Context: an optimization exercise on an open-source flow, tuned for small area and a short achievable clock period. The choices shown serve that exercise and are no tape-out recipe. Function was checked by simulation only, so behaviour that the tests miss may differ from the original. The flow treats the clock pin as an ideal source, which a real chip does not have.

==> inputs of run a <==
==> flow/design.v (excerpt) <==
module tpu(
    o, d, w, clk, rst
);
    parameter arraySize = 8;
    output wire [24*arraySize-1:0] o;
    input  wire [8*arraySize-1:0] d;
    input  wire [8*arraySize-1:0] w;
    input   clk, rst;
    reg [2:0] age;
    always @(posedge clk, posedge rst)
        if (rst) age <= 3'd0;
        else if (age != 3'd7) age <= age + 3'd1;
    wire wvalid = (age == 3'd7);
    wire signed [7:0] d1 = d[7:0],   d2 = d[15:8],  d3 = d[23:16], d4 = d[31:24];
    wire signed [7:0] d5 = d[39:32], d6 = d[47:40], d7 = d[55:48], d8 = d[63:56];
    reg signed [7:0]  p1;
    reg signed [8:0]  p2;
    reg signed [9:0]  p3, p4;
    reg signed [10:0] p5, p6, p7, p8;
    always @(posedge clk, posedge rst)
        if (rst) begin
            p1 <= 8'sd0;  p2 <= 9'sd0;  p3 <= 10'sd0; p4 <= 10'sd0;
            p5 <= 11'sd0; p6 <= 11'sd0; p7 <= 11'sd0; p8 <= 11'sd0;
        end else begin
            p1 <= d1;
            p2 <= p1 + d2;
            p3 <= p2 + d3;
            p4 <= p3 + d4;
            p5 <= p4 + d5;
            p6 <= p5 + d6;
            p7 <= p6 + d7;
            p8 <= p7 + d8;
        end
    integer k;
    reg signed [10:0] x [2:8];
    always @(posedge clk) begin
        x[2] <= p8;
        for (k = 3; k <= 8; k = k + 1) x[k] <= x[k-1];
    end
    genvar i;
    generate
        for (i = 1; i <= arraySize; i = i + 1) begin : COL
            reg [7:0] wd [1:7];
            integer s;
            always @(posedge clk) begin
                wd[1] <= w[8*i-1 -: 8];
                for (s = 2; s <= 7; s = s + 1) wd[s] <= wd[s-1];
            end
            wire [7:0] wm = wvalid ? wd[7] : 8'd0;
            wire [8:0] we = {wm, 1'b0};
            reg [3:0] neg, one, two;
            integer q;
            always @(posedge clk, posedge rst)
                if (rst) begin
                    neg <= 4'd0; one <= 4'd0; two <= 4'd0;
                end else begin
                    for (q = 0; q < 4; q = q + 1) begin
                        neg[q] <= we[2*q+2];
                        one[q] <= we[2*q+1] ^ we[2*q];
                        two[q] <= (we[2*q+2] & ~we[2*q+1] & ~we[2*q]) |
                                  (~we[2*q+2] & we[2*q+1] & we[2*q]);
                    end
                end
  ...
==> module tpu, before the edit <==
module tpu(
    o, d, w, clk, rst
);
    parameter arraySize = 8;
    output wire [24*arraySize-1:0] o;
    input  wire [8*arraySize-1:0] d;
    input  wire [8*arraySize-1:0] w;
    input   clk, rst;
    reg [2:0] age;
    always @(posedge clk, posedge rst)
        if (rst) age <= 3'd0;
        else if (age != 3'd7) age <= age + 3'd1;
    wire wvalid = (age == 3'd7);
    wire signed [7:0] d1 = d[7:0],   d2 = d[15:8],  d3 = d[23:16], d4 = d[31:24];
    wire signed [7:0] d5 = d[39:32], d6 = d[47:40], d7 = d[55:48], d8 = d[63:56];
    reg signed [7:0]  p1;
    reg signed [8:0]  p2;
    reg signed [9:0]  p3, p4;
    reg signed [10:0] p5, p6, p7, p8;
    always @(posedge clk, posedge rst)
        if (rst) begin
            p1 <= 8'sd0;  p2 <= 9'sd0;  p3 <= 10'sd0; p4 <= 10'sd0;
            p5 <= 11'sd0; p6 <= 11'sd0; p7 <= 11'sd0; p8 <= 11'sd0;
        end else begin
            p1 <= d1;
            p2 <= p1 + d2;
            p3 <= p2 + d3;
            p4 <= p3 + d4;
            p5 <= p4 + d5;
            p6 <= p5 + d6;
            p7 <= p6 + d7;
            p8 <= p7 + d8;
        end
    integer k;
    reg signed [10:0] x [2:8];
    always @(posedge clk) begin
        x[2] <= p8;
        for (k = 3; k <= 8; k = k + 1) x[k] <= x[k-1];
    end
    genvar i;
    generate
        for (i = 1; i <= arraySize; i = i + 1) begin : COL
            reg [7:0] wd [1:7];
            integer s;
            always @(posedge clk) begin
                wd[1] <= w[8*i-1 -: 8];
                for (s = 2; s <= 7; s = s + 1) wd[s] <= wd[s-1];
            end
            wire [7:0] wm = wvalid ? wd[7] : 8'd0;
            wire [8:0] we = {wm, 1'b0};
            reg [3:0] neg, one, two;
            integer q;
            always @(posedge clk, posedge rst)
                if (rst) begin
                    neg <= 4'd0; one <= 4'd0; two <= 4'd0;
                end else begin
                    for (q = 0; q < 4; q = q + 1) begin
                        neg[q] <= we[2*q+2];
                        one[q] <= we[2*q+1] ^ we[2*q];
                        two[q] <= (we[2*q+2] & ~we[2*q+1] & ~we[2*q]) |
                                  (~we[2*q+2] & we[2*q+1] & we[2*q]);
                    end
                end
            wire signed [10:0] xi;
            if (i == 1) begin : X1
                assign xi = p8;
            end else begin : XN
                assign xi = x[i];
            end
            wire [18:0] prod;
            mul8x11 MUL(neg, one, two, xi, prod);
            reg [18:0] oreg;
            always @(posedge clk, posedge rst)
                if (rst) oreg <= 19'd0;
                else oreg <= prod;
            assign o[24*i-1 -: 24] = {{5{oreg[18]}}, oreg};
        end
    endgenerate
endmodule
==> flow/config.mk <==
export PLATFORM = sky130hd
export DESIGN_NAME = tpu
export DESIGN_NICKNAME = tpu
export VERILOG_FILES = /design/flow/design.v
export SDC_FILE = /design/flow/constraint.sdc
export NUM_CORES = 4
export LEC_CHECK = 0
export ABC_AREA = 1
export CAP_MARGIN = 20
export CORE_MARGIN = 2
export CORE_UTILIZATION = 65
export CTS_BUF_LIST = sky130_fd_sc_hd__clkbuf_4 sky130_fd_sc_hd__clkbuf_8
export CTS_CLUSTER_DIAMETER = 60
export CTS_CLUSTER_SIZE = 18
export PLACE_DENSITY = 0.72
export SLEW_MARGIN = 20
export SYNTH_HIERARCHICAL = 1
export SYNTH_MINIMUM_KEEP_SIZE = 0
==> flow/constraint.sdc <==
create_clock -name core_clock -period 6.0 [get_ports {clk}]
set_input_delay 1.2000 -clock core_clock [delete_from_list [all_inputs] [get_ports {clk}]]
set_output_delay 1.2000 -clock core_clock [all_outputs]
set_load 0.01 [all_outputs]
standard.sh (not shown) runs the stock make flow with config.mk's settings and CLKGATE_MAP_FILE= SYNTH_SCRIPT=/design/flow/synth_recipe.tcl, a recipe that flattens the netlist after the stock synthesis.
==> flow/flow/run.sh <==
#!/bin/bash
# The standard layout with three changes:
#  - the port buffers are the smallest buffer cell instead of the delay buffer
#    buffer_ports picks by default;
#  - after clock tree synthesis, the clock of the output registers is delayed a
#    little (flow/skew.tcl): they end the multiplier paths, the longest
#    register-to-register paths, and start only the paths to the outputs, which
#    have time to spare;
#  - the steps after clock tree synthesis repair setup timing to a margin
#    (SETUP_SLACK_MARGIN), so that resizing works on the paths the delayed
#    clock leaves critical.
set -euo pipefail
PORTBUF='BUFFER_PORTS_ARGS=-buffer_cell sky130_fd_sc_hd__buf_1'
bash standard.sh "$PORTBUF" cts > 1_standard_to_cts.log 2>&1
R=$(pwd)/orfs/results/$FLOW_PLATFORM/tpu/base
IN_ODB=$R/4_cts.odb OUT_ODB=$R/4_cts_skew.odb SDC=$R/4_cts.sdc \
  DLY_CELL=sky130_fd_sc_hd__clkdlybuf4s15_1 BUF_CELL=sky130_fd_sc_hd__clkbuf_8 CHUNK=8 \
  openroad -no_init -exit flow/skew.tcl > 2_skew.log 2>&1
cp $R/4_cts_skew.odb $R/4_cts.odb
bash standard.sh "$PORTBUF" SETUP_SLACK_MARGIN=2.9 finish > 3_standard_finish.log 2>&1
==> flow/flow/skew.tcl <==
# Delays the clock of the output registers (COL[*].oreg[*]): they capture the
# multiplier, the design's longest register-to-register path, and launch only
# to the outputs, which have time to spare. Each column's output registers get
# one delay cell, fed from the leaf clock net most of them are on, driving one
# clock buffer per group of at most CHUNK nearby registers.
# env: IN_ODB OUT_ODB SDC DLY_CELL BUF_CELL CHUNK
set plat $::env(FLOW_HOME)/platforms/$::env(FLOW_PLATFORM)
read_lib $plat/lib/sky130_fd_sc_hd__tt_025C_1v80.lib
read_db $::env(IN_ODB)
read_sdc $::env(SDC)
source $plat/setRC.tcl
set_propagated_clock [all_clocks]
estimate_parasitics -placement
puts "before:"
report_worst_slack -max
report_worst_slack -min

set db [ord::get_db]
set block [ord::get_db_block]
set dly_m [$db findMaster $::env(DLY_CELL)]
set buf_m [$db findMaster $::env(BUF_CELL)]
array set groups {}
foreach inst [$block getInsts] {
  set n [$inst getName]
  if {![string match {COL*oreg*} $n]} continue
  if {![regexp {COL[^0-9]*([0-9]+)} $n -> col]} { error "no column in $n" }
  lappend groups($col) $inst
}
proc centroid { regs } {
  set sx 0; set sy 0
  foreach r $regs { set loc [$r getLocation]; incr sx [lindex $loc 0]; incr sy [lindex $loc 1] }
  return [list [expr {$sx / [llength $regs]}] [expr {$sy / [llength $regs]}]]
}
set k 0
set nb 0
foreach grp [lsort [array names groups]] {
  set regs $groups($grp)
  # source: the leaf clock net that most of the column's registers are on
  array unset votes
  foreach r $regs { set nn [[[$r findITerm CLK] getNet] getName]; if {[info exists votes($nn)]} {incr votes($nn)} else {set votes($nn) 1} }
  set best ""; set bv 0
  foreach nn [array names votes] { if {$votes($nn) > $bv} { set bv $votes($nn); set best $nn } }
  set net [$block findNet $best]
  # one delay cell per column
  set dly [odb::dbInst_create $block $dly_m "oskew_dly_$k"]
  set n1 [odb::dbNet_create $block "oskew_n1_$k"]
  $n1 setSigType CLOCK
  [$dly findITerm A] connect $net
  [$dly findITerm X] connect $n1
  set c [centroid $regs]
  $dly setLocation [lindex $c 0] [lindex $c 1]
  $dly setPlacementStatus PLACED
  # the column's registers split along their longer spread into chunks, one
  # clock buffer each
  set xs {}; set ys {}
  foreach r $regs { set l [$r getLocation]; lappend xs [lindex $l 0]; lappend ys [lindex $l 1] }
  set xs [lsort -integer $xs]; set ys [lsort -integer $ys]
  set axis [expr {([lindex $xs end] - [lindex $xs 0]) > ([lindex $ys end] - [lindex $ys 0]) ? 0 : 1}]
  set keyed {}
  foreach r $regs { lappend keyed [list [lindex [$r getLocation] $axis] $r] }
  set sorted {}
  foreach p [lsort -integer -index 0 $keyed] { lappend sorted [lindex $p 1] }
  set nchunks [expr {([llength $sorted] + $::env(CHUNK) - 1) / $::env(CHUNK)}]
  set per [expr {([llength $sorted] + $nchunks - 1) / $nchunks}]
  for {set i 0} {$i < [llength $sorted]} {incr i $per} {
    set chunk [lrange $sorted $i [expr {$i + $per - 1}]]
    set buf [odb::dbInst_create $block $buf_m "oskew_buf_$nb"]
    set n2 [odb::dbNet_create $block "oskew_n2_$nb"]
    $n2 setSigType CLOCK
    [$buf findITerm A] connect $n1
    [$buf findITerm X] connect $n2
    foreach r $chunk { set ck [$r findITerm CLK]; $ck disconnect; $ck connect $n2 }
    set c [centroid $chunk]
    $buf setLocation [lindex $c 0] [lindex $c 1]
    $buf setPlacementStatus PLACED
    incr nb
  }
  puts "column $grp: [llength $regs] registers from $best, $nchunks buffers"
  incr k
}
puts "inserted $k delay cells and $nb buffers"
global_connect
detailed_placement
check_placement -verbose
estimate_parasitics -placement
puts "after:"
report_worst_slack -max
report_worst_slack -min
report_checks -from [all_registers] -to [all_registers] -format end -group_path_count 2
report_checks -to [all_outputs] -format end -group_path_count 2
report_checks -path_delay min -format end -group_path_count 5
set worst 0
foreach inst [$block getInsts] {
  if {![string match {COL*oreg*} [$inst getName]]} continue
  set pin [get_pins -of_objects [get_cells [$inst getName]] -filter "name == CLK"]
  foreach s [list [get_property $pin slew_max_rise] [get_property $pin slew_max_fall]] {
    if {$s > $worst} { set worst $s }
  }
}
puts "worst output-register clock slew: $worst"
write_db $::env(OUT_ODB)
==> inputs of run b, as changes to run a <==
--- a/flow/design.v
+++ b/flow/design.v
@@ -247,28 +247,17 @@
         else if (age != 3'd7) age <= age + 3'd1;
     wire wvalid = (age == 3'd7);
-    wire signed [7:0] d1 = d[7:0],   d2 = d[15:8],  d3 = d[23:16], d4 = d[31:24];
-    wire signed [7:0] d5 = d[39:32], d6 = d[47:40], d7 = d[55:48], d8 = d[63:56];
-    reg signed [7:0]  p1;
-    reg signed [8:0]  p2;
-    reg signed [9:0]  p3, p4;
-    reg signed [10:0] p5, p6, p7, p8;
+    reg signed [10:0] p [1:8];
+    integer k;
     always @(posedge clk, posedge rst)
         if (rst) begin
-            p1 <= 8'sd0;  p2 <= 9'sd0;  p3 <= 10'sd0; p4 <= 10'sd0;
-            p5 <= 11'sd0; p6 <= 11'sd0; p7 <= 11'sd0; p8 <= 11'sd0;
+            for (k = 1; k <= 8; k = k + 1) p[k] <= 11'sd0;
         end else begin
-            p1 <= d1;
-            p2 <= p1 + d2;
-            p3 <= p2 + d3;
-            p4 <= p3 + d4;
-            p5 <= p4 + d5;
-            p6 <= p5 + d6;
-            p7 <= p6 + d7;
-            p8 <= p7 + d8;
+            p[1] <= {{3{d[7]}}, d[7:0]};
+            for (k = 2; k <= 8; k = k + 1)
+                p[k] <= p[k-1] + {{3{d[8*k-1]}}, d[8*k-1 -: 8]};
         end
-    integer k;
     reg signed [10:0] x [2:8];
     always @(posedge clk) begin
-        x[2] <= p8;
+        x[2] <= p[8];
         for (k = 3; k <= 8; k = k + 1) x[k] <= x[k-1];
     end
@@ -299,5 +288,5 @@
             wire signed [10:0] xi;
             if (i == 1) begin : X1
-                assign xi = p8;
+                assign xi = p[8];
             end else begin : XN
                 assign xi = x[i];
==> flow/flow/run.sh (replaced) <==
#!/bin/bash
# The standard layout with two changes:
#  - the port buffers are the smallest buffer cell instead of the delay buffer
#    buffer_ports picks by default;
#  - after clock tree synthesis, the clock of the output registers is delayed a
#    little (flow/skew.tcl): they end the multiplier paths, the longest
#    register-to-register paths, and start only the paths to the outputs, which
#    have time to spare.
set -euo pipefail
PORTBUF='BUFFER_PORTS_ARGS=-buffer_cell sky130_fd_sc_hd__buf_1'
bash standard.sh "$PORTBUF" cts > 1_standard_to_cts.log 2>&1
R=$(pwd)/orfs/results/$FLOW_PLATFORM/tpu/base
IN_ODB=$R/4_cts.odb OUT_ODB=$R/4_cts_skew.odb SDC=$R/4_cts.sdc \
  DLY_CELL=sky130_fd_sc_hd__clkdlybuf4s15_1 BUF_CELL=sky130_fd_sc_hd__clkbuf_8 CHUNK=6 \
  openroad -no_init -exit flow/skew.tcl > 2_skew.log 2>&1
cp $R/4_cts_skew.odb $R/4_cts.odb
bash standard.sh "$PORTBUF" finish > 3_standard_finish.log 2>&1
--- a/flow/config.mk
+++ b/flow/config.mk
@@ -9,9 +9,9 @@
 export CAP_MARGIN = 20
 export CORE_MARGIN = 2
-export CORE_UTILIZATION = 65
+export CORE_UTILIZATION = 60
 export CTS_BUF_LIST = sky130_fd_sc_hd__clkbuf_4 sky130_fd_sc_hd__clkbuf_8
 export CTS_CLUSTER_DIAMETER = 60
 export CTS_CLUSTER_SIZE = 18
-export PLACE_DENSITY = 0.72
+export PLACE_DENSITY = 0.7
 export SLEW_MARGIN = 20
 export SYNTH_HIERARCHICAL = 1
==> inputs of run c, as changes to run a <==
==> flow/flow/run.sh (replaced) <==
#!/bin/bash
# The standard layout with two changes:
#  - the port buffers are the smallest buffer cell instead of the delay buffer
#    buffer_ports picks by default;
#  - after clock tree synthesis, the clock of the output registers is delayed a
#    little (flow/skew.tcl): they end the multiplier paths, the longest
#    register-to-register paths, and start only the paths to the outputs, which
#    have time to spare.
set -euo pipefail
PORTBUF='BUFFER_PORTS_ARGS=-buffer_cell sky130_fd_sc_hd__buf_1'
bash standard.sh "$PORTBUF" cts > 1_standard_to_cts.log 2>&1
R=$(pwd)/orfs/results/$FLOW_PLATFORM/tpu/base
IN_ODB=$R/4_cts.odb OUT_ODB=$R/4_cts_skew.odb SDC=$R/4_cts.sdc \
  DLY_CELL=sky130_fd_sc_hd__clkdlybuf4s15_1 BUF_CELL=sky130_fd_sc_hd__clkbuf_8 CHUNK=6 \
  openroad -no_init -exit flow/skew.tcl > 2_skew.log 2>&1
cp $R/4_cts_skew.odb $R/4_cts.odb
bash standard.sh "$PORTBUF" SETUP_SLACK_MARGIN=3.2 finish > 3_standard_finish.log 2>&1
--- a/flow/config.mk
+++ b/flow/config.mk
@@ -9,9 +9,9 @@
 export CAP_MARGIN = 20
 export CORE_MARGIN = 2
-export CORE_UTILIZATION = 65
+export CORE_UTILIZATION = 60
 export CTS_BUF_LIST = sky130_fd_sc_hd__clkbuf_4 sky130_fd_sc_hd__clkbuf_8
 export CTS_CLUSTER_DIAMETER = 60
 export CTS_CLUSTER_SIZE = 18
-export PLACE_DENSITY = 0.72
+export PLACE_DENSITY = 0.7
 export SLEW_MARGIN = 20
 export SYNTH_HIERARCHICAL = 1
==> inputs of run d, as changes to run a <==
--- a/flow/design.v
+++ b/flow/design.v
@@ -269,8 +269,11 @@
     integer k;
     reg signed [10:0] x [2:8];
-    always @(posedge clk) begin
-        x[2] <= p8;
-        for (k = 3; k <= 8; k = k + 1) x[k] <= x[k-1];
-    end
+    always @(posedge clk, posedge rst)
+        if (rst) begin
+            for (k = 2; k <= 8; k = k + 1) x[k] <= 11'sd0;
+        end else begin
+            x[2] <= p8;
+            for (k = 3; k <= 8; k = k + 1) x[k] <= x[k-1];
+        end
     genvar i;
     generate
@@ -286,8 +289,6 @@
             reg [3:0] neg, one, two;
             integer q;
-            always @(posedge clk, posedge rst)
-                if (rst) begin
-                    neg <= 4'd0; one <= 4'd0; two <= 4'd0;
-                end else begin
+            always @(posedge clk)
+                begin
                     for (q = 0; q < 4; q = q + 1) begin
                         neg[q] <= we[2*q+2];
--- a/flow/flow/run.sh
+++ b/flow/flow/run.sh
@@ -15,6 +15,6 @@
 R=$(pwd)/orfs/results/$FLOW_PLATFORM/tpu/base
 IN_ODB=$R/4_cts.odb OUT_ODB=$R/4_cts_skew.odb SDC=$R/4_cts.sdc \
-  DLY_CELL=sky130_fd_sc_hd__clkdlybuf4s15_1 BUF_CELL=sky130_fd_sc_hd__clkbuf_8 CHUNK=8 \
+  DLY_CELL=sky130_fd_sc_hd__clkdlybuf4s15_1 BUF_CELL=sky130_fd_sc_hd__clkbuf_8 CHUNK=6 \
   openroad -no_init -exit flow/skew.tcl > 2_skew.log 2>&1
 cp $R/4_cts_skew.odb $R/4_cts.odb
-bash standard.sh "$PORTBUF" SETUP_SLACK_MARGIN=2.9 finish > 3_standard_finish.log 2>&1
+bash standard.sh "$PORTBUF" SETUP_SLACK_MARGIN=3.0 finish > 3_standard_finish.log 2>&1
--- a/flow/config.mk
+++ b/flow/config.mk
@@ -9,9 +9,9 @@
 export CAP_MARGIN = 20
 export CORE_MARGIN = 2
-export CORE_UTILIZATION = 65
-export CTS_BUF_LIST = sky130_fd_sc_hd__clkbuf_4 sky130_fd_sc_hd__clkbuf_8
-export CTS_CLUSTER_DIAMETER = 60
-export CTS_CLUSTER_SIZE = 18
-export PLACE_DENSITY = 0.72
+export CORE_UTILIZATION = 60
+export CTS_BUF_LIST = sky130_fd_sc_hd__clkbuf_16
+export CTS_CLUSTER_DIAMETER = 80
+export CTS_CLUSTER_SIZE = 30
+export PLACE_DENSITY = 0.7
 export SLEW_MARGIN = 20
 export SYNTH_HIERARCHICAL = 1
==> insert_results.sql <==
INSERT INTO impl_metrics (metric_group, metric, value, unit) VALUES
('clock_tree', 'clock-root-buffer', 'clkbuf_8', ''),
('clock_tree', 'clkTransAtPathRegs', '0.09', 'ns'),
('yosys', 'area_contributors_post_synth', 'dfxtp_1, dfrtp_1, ha_1', ''),
('cells_and_area', 'finalInstanceArea', '47400', 'um2'),
('cells_and_area', 'layout.cells.most_common_list', 'nand2_1, dfxtp_1, inv_1, xor2_1, ha_1', ''),
('grt', 'grt_antenna_before_repair', '4', ''),
('place', 'placed_cells_incl_taps', '5767', ''),
('setup_path', 'timing.critical_path.to', 'o[68]', ''),
('yosys', 'share_of_async_settable_or_async_resettable_flops_after_synthesis', '38.9', '%'),
('run_status', 'outcome', 'no timing/DRC/antenna violations', ''),
('cells_and_area', 'design.seq.count', '859', '');
-- figures above: run b

==> insert_results.sql <==
INSERT INTO impl_metrics (metric_group, metric, value, unit) VALUES
('clock_tree', 'clkTransAtPathRegs', '0.06', 'ns'),
('setup_path', 'timing.critical_path.to', 'o[164]', ''),
('yosys', 'share_of_async_settable_or_async_resettable_flops_after_synthesis', '38.7', '%'),
('grt', 'grt_antenna_before_repair', '4', ''),
('run_status', 'outcome', 'no timing/DRC/antenna violations', ''),
('cells_and_area', 'layout.cells.most_common_list', 'nand2_1, dfxtp_1, xor2_1, inv_1, ha_1', '');
-- figures above: run a

==> insert_results.sql <==
INSERT INTO impl_metrics (metric_group, metric, value, unit) VALUES
('yosys', 'area_contributors_post_synth', 'dfxtp_1, dfrtp_1, ha_1', ''),
('grt', 'grt_antenna_before_repair', '26', ''),
('clock_tree', 'clock-root-buffer', 'clkbuf_16', ''),
('setup_path', 'timing.critical_path.to', 'o[21]', ''),
('run_status', 'outcome', 'no timing/DRC/antenna violations', ''),
('place', 'placed_cells_incl_taps', '5739', ''),
('yosys', 'share_of_async_settable_or_async_resettable_flops_after_synthesis', '36.5', '%'),
('cells_and_area', 'finalInstanceArea', '48600', 'um2'),
('clock_tree', 'clkTransAtPathRegs', '0.08', 'ns');
-- figures above: run d

==> insert_results.sql <==
INSERT INTO impl_metrics (metric_group, metric, value, unit) VALUES
('clock_tree', 'clkTransAtPathRegs', '0.10', 'ns'),
('setup_path', 'crit_family', 'flip-flops', ''),
('cells_and_area', 'design.seq.count', '857', ''),
('place', 'placed_cells_incl_taps', '5740', ''),
('grt', 'grt_antenna_before_repair', '4', ''),
('setup_path', 'timing.critical_path.to', 'o[92]', ''),
('run_status', 'outcome', 'no timing/DRC/antenna violations', '');
-- figures above: run c

## what the ideal ports hide
How much do the figures lean on ideal ports? The routed layouts below were timed once more, with nothing changed but the port constraints.
Step 1 (the two cells are an assumption about what drives the block):
set clk [get_ports {clk}]
set_driving_cell -lib_cell sky130_fd_sc_hd__clkbuf_16 $clk
set_driving_cell -lib_cell sky130_fd_sc_hd__buf_2 [delete_from_list [all_inputs] $clk]
Step 2, shift: input delay + t, output delay - t, t = (earliest + latest rising clock arrival at the registers) / 2. This alone moves slack from input paths to output paths.
Three values: no drivers, after step 1, after step 2; two values: the first two.
run	shift t [ns]	setup WS [ns]	worst setup path after step 2	clock arrival spread, ns	worst slew at a driven data input, ns
run a	1.016	2.941 / 2.875 / 2.966	register to register	0.620 / 0.620	0.07
run b	1.031	2.855 / 2.785 / 2.864	register to register	0.630 / 0.630	0.07
run c	1.048	2.865 / 2.802 / 2.688	input, reset recovery	0.718 / 0.717	0.10
run d	0.969	2.999 / 2.933 / 3.099	input to register	0.627 / 0.628	0.13
Clock arrivals are far apart in every run listed, so t is only a midpoint there and step 2 fits no single register. The setup slack of run c, which loses most, moves by -0.063 ns with the drivers and by -0.177 ns with both steps. The worst setup slack also covers recovery checks on asynchronous resets.
